What follows belongs to an exercise in optimizing a design on an open flow for small area; a production flow would make more cautious choices.
Only simulation tests tie the RTL to the original design; equivalence was not proved.
Power is estimated from default activity; no workload was simulated.

Design uart_copro_top, start of the top module:
module uart_copro_top(
    input  clk,
    input  reset,
    input  rx,
    output tx,
    input  [1:0] mode
);
    localparam [1:0] IDLE = 2'd0, START = 2'd1, DATA = 2'd2, STOP = 2'd3;
    wire tick, bc1;
    baud_rate_generator BAUD (.clk(clk), .reset(reset), .tick(tick), .bc1(bc1));
    reg [5:0] ph;
    always @(posedge clk) ph <= ph + 6'd1;
    wire ph63 = &ph;
    reg [7:0] q;
    reg [3:0] cc;        
    reg       rxb;       
    wire qidle      = ~q[7] & ~q[6];
    wire rsample    = tick & (&q[3:0]) & (q[7] ? ~&q[6:4] : q[4]);
    wire data_ready = tick & (&q);
    wire [5:0] welem = {~cc, q[6:5]};    
    wire rwr = q[7] & (ph == welem);
    always @(posedge clk) begin
        if (reset) q <= 8'd0;
        else if (qidle) begin if (~rx) q <= 8'd104; end
        else if (tick) q <= q + 8'd1;
        if (rsample) rxb <= rx;
        if (reset) cc <= 4'd0;
        else if (data_ready) cc <= cc + 4'd1;
    end
    reg [1:0] sq;
    wire trig  = (sq == 2'd1) & bc1;
    wire cpend = (sq == 2'd3);
    wire act   = (sq == 2'd2);
    wire compl = data_ready & (&cc);
    always @(posedge clk) begin
        sq[0] <= ~reset & ((~sq[1] & (sq[0] | compl)) | (sq[1] & sq[0] & ~ph63));
        sq[1] <= ~reset & ((sq[0] & (sq[1] | bc1)) | (sq[1] & ~sq[0] & ~ph63));
    end
    reg [63:0] A0, A1, B0, B1, C0, C1;
    reg [3:0]  X0, X1;
    reg cy, fv1, fv2;
    reg [1:0] mL;
    wire a0 = A0[0], a1 = A1[0];
    wire b0 = B0[0] & fv1, b1 = B1[0] & fv1;
    wire c0 = C0[0] & fv2, c1 = C1[0] & fv2;
    wire s0 = a0 ^ b0 ^ cy;
    wire k0 = (a0 & b0) | (cy & (a0 ^ b0));
    wire s1 = a1 ^ b1 ^ k0;
    wire k1 = (a1 & b1) | (k0 & (a1 ^ b1));
  ...
export LEC_CHECK = 0
export CAP_MARGIN = 20
export CORE_MARGIN = 2
export CORE_UTILIZATION = 65
export CTS_BUF_LIST = sky130_fd_sc_hd__clkbuf_8
export CTS_CLUSTER_DIAMETER = 60
export CTS_CLUSTER_SIZE = 20
export SLEW_MARGIN = 20
create_clock -name core_clock -period 10.0 [get_ports {clk}]
standard.sh (not shown) runs the stock make flow with config.mk's settings and CLKGATE_MAP_FILE= SYNTH_SCRIPT=/design/flow/synth_recipe.tcl, a recipe that flattens the netlist after the stock synthesis.
==> flow/flow/run.sh <==
#!/bin/bash
# Standard layout, except that synthesis maps the logic with an area-oriented
# ABC script (flow/area.abc) instead of ORFS's speed script.  Everything else
# in synthesis is the standard flow's own script (synth_recipe.tcl), so the registers are
# the standard synthesis's.  The ports are buffered as in the standard flow,
# with the smallest buffer cell.
set -euo pipefail
HERE=$(pwd)
{
  cat <<TCL
proc abc {args} {
  set i [lsearch -exact \$args -script]
  if {\$i >= 0} { lset args [expr {\$i + 1}] $HERE/flow/area.abc }
  yosys abc {*}\$args
}
TCL
  cat synth_recipe.tcl
} > area_synth.tcl
bash standard.sh SYNTH_SCRIPT=$HERE/area_synth.tcl "BUFFER_PORTS_ARGS=-buffer_cell sky130_fd_sc_hd__buf_1" finish > standard.log 2>&1
==> flow/flow/area.abc <==
strash
ifraig
scorr
dc2
strash
dch -f
amap -m
Next try:
==> flow/run.sh (new file) <==
#!/bin/bash
# synth_recipe.tcl (not shown) runs the flow's synth.tcl, then flattens the netlist and writes it again
# the make line also repeats each setting of config.mk as NAME=value (left out here)
make -C /OpenROAD-flow-scripts/flow DESIGN_CONFIG=/design/flow/config.mk WORK_HOME=/design/flow/orfs CLKGATE_MAP_FILE= SYNTH_SCRIPT=/design/flow/synth_recipe.tcl finish
Settings changed: CTS_CLUSTER_SIZE 20 to 16.
removed: flow/flow/run.sh
removed: flow/flow/area.abc
removed: flow/standard.sh
What happened: The changed run went through all stages and came out clean. Hold slack degrades by 0.0052 ns. Global-route usage came out lower by 0.69 points. Sequential cell count stays the same. Routed wire length came out lower by 1.5%. Area after synthesis came out higher by about 2%. Setup slack degrades by 0.57 ns. Register-to-register slack improves by 0.66 ns. Die area came out higher by 1.9%. Power came out higher by about 1.4%. Final cell count came out lower by 2.8%. Maximum frequency came out lower by 12%.
Next try:
==> flow/flow/run.sh (new file) <==
#!/bin/bash
# Standard layout, except that synthesis maps the logic with an area-oriented
# ABC script (flow/area.abc) instead of ORFS's speed script.  Everything else
# in synthesis is the standard flow's own script (synth_recipe.tcl), so the registers are
# the standard synthesis's.
set -euo pipefail
HERE=$(pwd)
{
  cat <<TCL
proc abc {args} {
  set i [lsearch -exact \$args -script]
  if {\$i >= 0} { lset args [expr {\$i + 1}] $HERE/flow/area.abc }
  yosys abc {*}\$args
}
TCL
  cat synth_recipe.tcl
} > area_synth.tcl
bash standard.sh SYNTH_SCRIPT=$HERE/area_synth.tcl finish > standard.log 2>&1
==> flow/flow/area.abc (new file) <==
strash
ifraig
scorr
dc2
strash
dch -f
amap -m
==> flow/standard.sh (new file) <==
#!/bin/bash
# synth_recipe.tcl (not shown) runs the flow's synth.tcl, then flattens the netlist and writes it again
# the make line also repeats each setting of config.mk as NAME=value (left out here)
make -C /OpenROAD-flow-scripts/flow DESIGN_CONFIG=/design/flow/config.mk WORK_HOME=/design/flow/orfs CLKGATE_MAP_FILE= SYNTH_SCRIPT=/design/flow/synth_recipe.tcl "${@:-finish}"
Settings changed: CTS_CLUSTER_SIZE 16 to 18.
removed: flow/run.sh
Clock skew goes down by 0.0069 ns.
First-iteration DRC count goes up by 1.2%.
Area after synthesis goes down by 1.9%.
Via count goes up by 3.2%.
Global-route usage goes up by 0.71 points.
Wire length goes up by 2.2%.

---

## oak
The RTL this note starts from:
==> flow/design.v <==
module baud_rate_generator(
    input  clk,
    input  reset,
    output tick,
    output bc1
);
    reg [3:0] counter;
    assign bc1  = (counter == 4'd1);
    assign tick = counter[3] & counter[2] & counter[0];    
    always @(posedge clk)
        if (reset | tick) counter <= 4'd0;
        else              counter <= counter + 4'd1;
endmodule
module uart_copro_top(
    input  clk,
    input  reset,
    input  rx,
    output tx,
    input  [1:0] mode
);
    localparam [1:0] IDLE = 2'd0, START = 2'd1, DATA = 2'd2, STOP = 2'd3;
    wire tick, bc1;
    baud_rate_generator BAUD (.clk(clk), .reset(reset), .tick(tick), .bc1(bc1));
    reg [5:0] ph;
    always @(posedge clk) ph <= ph + 6'd1;
    wire ph63 = &ph;
    reg [1:0] rs;
    reg [3:0] rt;
    reg [6:0] w;         
    reg       rxb;       
    wire rt15 = &rt;
    wire rsample    = (rs == DATA) & tick & rt15;
    wire data_ready = (rs == STOP) & tick & rt15;
    wire [5:0] welem = w[6:1] ^ 6'h3C;    
    wire rwr = ((rs == STOP) | ((rs == DATA) & ~&w[2:0])) & (ph == welem);
    always @(posedge clk) begin
        case (rs)
            IDLE:  if (~rx) begin rs <= START; rt <= 4'd0; end
            START: if (tick) begin
                       if (rt == 4'd7) begin rs <= DATA; rt <= 4'd0; end
                       else rt <= rt + 4'd1;
                   end
            DATA:  if (tick) begin
                       if (rt15) begin
                           rt <= 4'd0;
                           if (w[2:0] == 3'd6) rs <= STOP;
                       end else rt <= rt + 4'd1;
                   end
            STOP:  if (tick) begin
                       if (rt15) rs <= IDLE;
                       else rt <= rt + 4'd1;
                   end
        endcase
        if (rsample) rxb <= rx;
        if (reset) begin
            rs <= IDLE;
            w  <= 7'h7F;
        end else if (rsample) begin
            w  <= w + 7'd1;
        end
    end
    reg cflag;
    wire trig = cflag & bc1;
    always @(posedge clk)
        cflag <= ~reset & ((data_ready & (&w)) | (cflag & ~bc1));
    reg [63:0] A0, A1, B0, B1, C0, C1;
    reg [3:0]  X0, X1;
    reg cpend, act, cy, fv1, fv2;
    reg [1:0] mL;
    wire a0 = A0[0], a1 = A1[0];
    wire b0 = B0[0] & fv1, b1 = B1[0] & fv1;
    wire c0 = C0[0] & fv2, c1 = C1[0] & fv2;
    wire s0 = a0 ^ b0 ^ cy;
    wire k0 = (a0 & b0) | (cy & (a0 ^ b0));
    wire s1 = a1 ^ b1 ^ k0;
    wire k1 = (a1 & b1) | (k0 & (a1 ^ b1));
    wire r0 = mL[0] ? a0 : mL[1] ? c0 : s0;
    wire r1 = mL[0] ? a1 : mL[1] ? c1 : s1;
    wire slot0 = (ph[5:2] == 4'd0);
    wire wra = act & ~slot0;     
    wire wrx = act & slot0;      
    always @(posedge clk) begin
        A0 <= {(rwr & ~w[0]) ? rxb : A0[0], A0[63:61], wra ? r0 : A0[60], A0[59:1]};
        A1 <= {(rwr &  w[0]) ? rxb : A1[0], A1[63:61], wra ? r1 : A1[60], A1[59:1]};
        X0 <= {wrx ? r0 : X0[0], X0[3:1]};
        X1 <= {wrx ? r1 : X1[0], X1[3:1]};
        B0 <= {act ? A0[0] : B0[0], B0[63:1]};
        B1 <= {act ? A1[0] : B1[0], B1[63:1]};
        C0 <= {act ? B0[0] : C0[0], C0[63:1]};
        C1 <= {act ? B1[0] : C1[0], C1[63:1]};
        cy <= act & k1;
        if (trig) mL <= mode;
        cpend <= ~reset & (trig | (cpend & ~ph63));
        act   <= ~reset & ((act & ~ph63) | (cpend & ph63));
        if (reset) begin
            fv1 <= 1'b0;
            fv2 <= 1'b0;
        end else if (act & ph63) begin
            fv1 <= 1'b1;
            fv2 <= fv1;
        end
    end
    reg [4:0] pd;
    reg [1:0] ts;
    reg [3:0] tt;
    reg [2:0] nb;
    reg [3:0] D0, D1;    
    wire tt15 = &tt;
    wire tx_done  = (ts == STOP) & tick & tt15;
    wire tx_start = (ts == IDLE) & ~(pd[4] & ~pd[0]) & ~trig;
    wire fetch = (ts == START) & (pd[4] | (ph[5:2] == pd[3:0]));
    always @(posedge clk) begin
        if (reset) begin pd[4] <= 1'b1; pd[0] <= 1'b0; end
        else if (trig) pd <= 5'd14;
        else if (tx_done) pd <= pd - 5'd1;
        D0 <= {fetch ? (pd[4] ? X0[0] : A0[0]) : D0[0], D0[3:1]};
        D1 <= {fetch ? (pd[4] ? X1[0] : A1[0]) : D1[0], D1[3:1]};
        case (ts)
            IDLE:  if (tx_start) begin ts <= START; tt <= 4'd0; end
            START: if (tick) begin
                       if (tt15) begin ts <= DATA; tt <= 4'd0; nb <= 3'd0; end
                       else tt <= tt + 4'd1;
                   end
            DATA:  if (tick) begin
                       if (tt15) begin
                           tt <= 4'd0;
                           if (&nb) ts <= STOP; else nb <= nb + 3'd1;
                       end else tt <= tt + 4'd1;
                   end
            STOP:  if (tick) begin
                       if (tt15) ts <= IDLE;
                       else tt <= tt + 4'd1;
                   end
        endcase
        if (reset) ts <= IDLE;
    end
    wire [1:0] dst = nb[2:1] - ph[1:0];
    wire [3:0] dsel = nb[0] ? D1 : D0;
    assign tx = (ts == DATA) ? dsel[dst] : (ts != START);
endmodule
Settings: LEC_CHECK=0, CAP_MARGIN=20, CORE_MARGIN=2, CORE_UTILIZATION=65, CTS_BUF_LIST=sky130_fd_sc_hd__clkbuf_8, CTS_CLUSTER_DIAMETER=80, CTS_CLUSTER_SIZE=17, SLEW_MARGIN=20; clock period 10.0 ns.
run.sh (not shown) runs the stock make flow with config.mk's settings and CLKGATE_MAP_FILE= SYNTH_SCRIPT=/design/flow/synth_recipe.tcl, a recipe that flattens the netlist after the stock synthesis.
Stock flow here: none of the scripts above is used.
Per the final summary, oak finished and its layout is clean on timing, DRC and antenna.
## Diff of input files: pine against oak
- changing CTS_CLUSTER_SIZE from 17 to 16
- changing CTS_CLUSTER_DIAMETER from 80 to 60
==> flow/flow/run.sh (new file) <==
#!/bin/bash
# Probe: run the standard flow unchanged, logging its output.
bash standard.sh > standard.log 2>&1
==> flow/standard.sh (new file) <==
#!/bin/bash
# synth_recipe.tcl (not shown) runs the flow's synth.tcl, then flattens the netlist and writes it again
# the make line also repeats each setting of config.mk as NAME=value (left out here)
make -C /OpenROAD-flow-scripts/flow DESIGN_CONFIG=/design/flow/config.mk WORK_HOME=/design/flow/orfs CLKGATE_MAP_FILE= SYNTH_SCRIPT=/design/flow/synth_recipe.tcl "${@:-finish}"
removed: flow/run.sh
==> run notes <==
- Between pine and oak, the difference in share of cell area taken by flip-flops and latches is negligible.
- Diff pine..oak | worst setup slack | negligible
- Post-route core utilization: oak vs pine, no meaningful difference
- pine gives more tightest slew margin relative to the limit than oak did.
- pine and oak ended up with nearly the same wire length.
- On pine: hold slack is 0.011 ns lower than what oak gave.
Modified inputs, birch compared to pine
- swapping sky130_fd_sc_hd__clkbuf_8 for sky130_fd_sc_hd__clkbuf_16 in CTS_BUF_LIST
- swapping 60 for 50 in CTS_CLUSTER_DIAMETER
- swapping 16 for 30 in CTS_CLUSTER_SIZE
==> flow/run.sh (new file) <==
#!/bin/bash
# synth_recipe.tcl (not shown) runs the flow's synth.tcl, then flattens the netlist and writes it again
# the make line also repeats each setting of config.mk as NAME=value (left out here)
make -C /OpenROAD-flow-scripts/flow DESIGN_CONFIG=/design/flow/config.mk WORK_HOME=/design/flow/orfs CLKGATE_MAP_FILE= SYNTH_SCRIPT=/design/flow/synth_recipe.tcl finish
removed: flow/flow/run.sh
removed: flow/standard.sh
--- outcome ---
- Relative to pine, cell area after layout increased by about 5% in birch.
- Status: number of buffers and inverters on the critical path parity (birch, pine)
- Clock-buffer cell count is higher on pine
- Looking only at core utilization, and setting everything else aside, the higher value of pine and birch goes to birch.
- Cmp birch vs pine: cell-internal power higher in birch
- After detailed routing, pine needs less wire than birch.
- birch against pine: final cell count increased about 1%, share of power burned in combinational logic decreased 0.8 points, final antenna diode count flat, final critical-path share of the clock period went down by 0.46 points.
- On critical path required time, pine and birch are neck and neck.
#### Input delta (maple over birch)
- changing CTS_CLUSTER_SIZE from 30 to 18
- changing CTS_BUF_LIST from sky130_fd_sc_hd__clkbuf_16 to sky130_fd_sc_hd__clkbuf_8
- changing CORE_UTILIZATION from 65 to 80
Findings:
maple: done, clean on timing, DRC and antenna
maple: detailed-router iteration count before antenna repair higher than birch
Summary of maple over birch: layout overhead on the synthesized area dropped 5.6 points; die area dropped about 18%; post-layout worst setup margin dropped 0.30 ns; total power dropped 410 µW.
Comparing worst reg-to-reg path cell count for maple and birch, the smaller number came from birch.
The number of well-tap cells placed in maple was lower than what birch gave.
Per the comparison of maple with birch, multi-input gate share of total cell area climbed 0.66 points; depth of the critical timing path with buffers and inverters included increased by 1 relative to the old numbers.

==> what the ideal ports hide <==
The results above use ideal ports. As a check the final layouts listed here were re-extracted and re-timed, cells and wires unchanged.
Step 1 assumes that a clkbuf_16 drives the clock port and a buf_2 every other input.
Step 2, shift: input delay + t, output delay - t, t = (earliest + latest rising clock arrival at the registers) / 2. This alone moves slack from input paths to output paths.
Three values: ideal ports, drivers, drivers and shift; two values: the first two.
run	t, ns	setup slack, ns	worst hold slack (ns)	worst setup path after step 2	pins driven straight from the clock port
the first run of note 1	0.595	5.899 / 5.860 / 6.456	0.328 / 0.328 / 0.328	register to output	1
the second run of note 1	0.605	5.331 / 5.294 / 5.898	0.323 / 0.323 / 0.323	register to output	1
the third run of note 1	0.591	5.483 / 5.446 / 6.037	0.324 / 0.324 / 0.324	register to output	1
oak	0.603	5.642 / 5.607 / 6.210	0.325 / 0.325 / 0.325	register to output	1
pine	0.610	5.639 / 5.605 / 6.215	0.314 / 0.314 / 0.314	register to output	1
birch	0.583	5.685 / 5.641 / 6.223	0.322 / 0.322 / 0.322	register to output	1
maple	0.617	5.390 / 5.354 / 5.970	0.319 / 0.319 / 0.319	register to output	1
After both steps setup and hold are still met in every run listed.
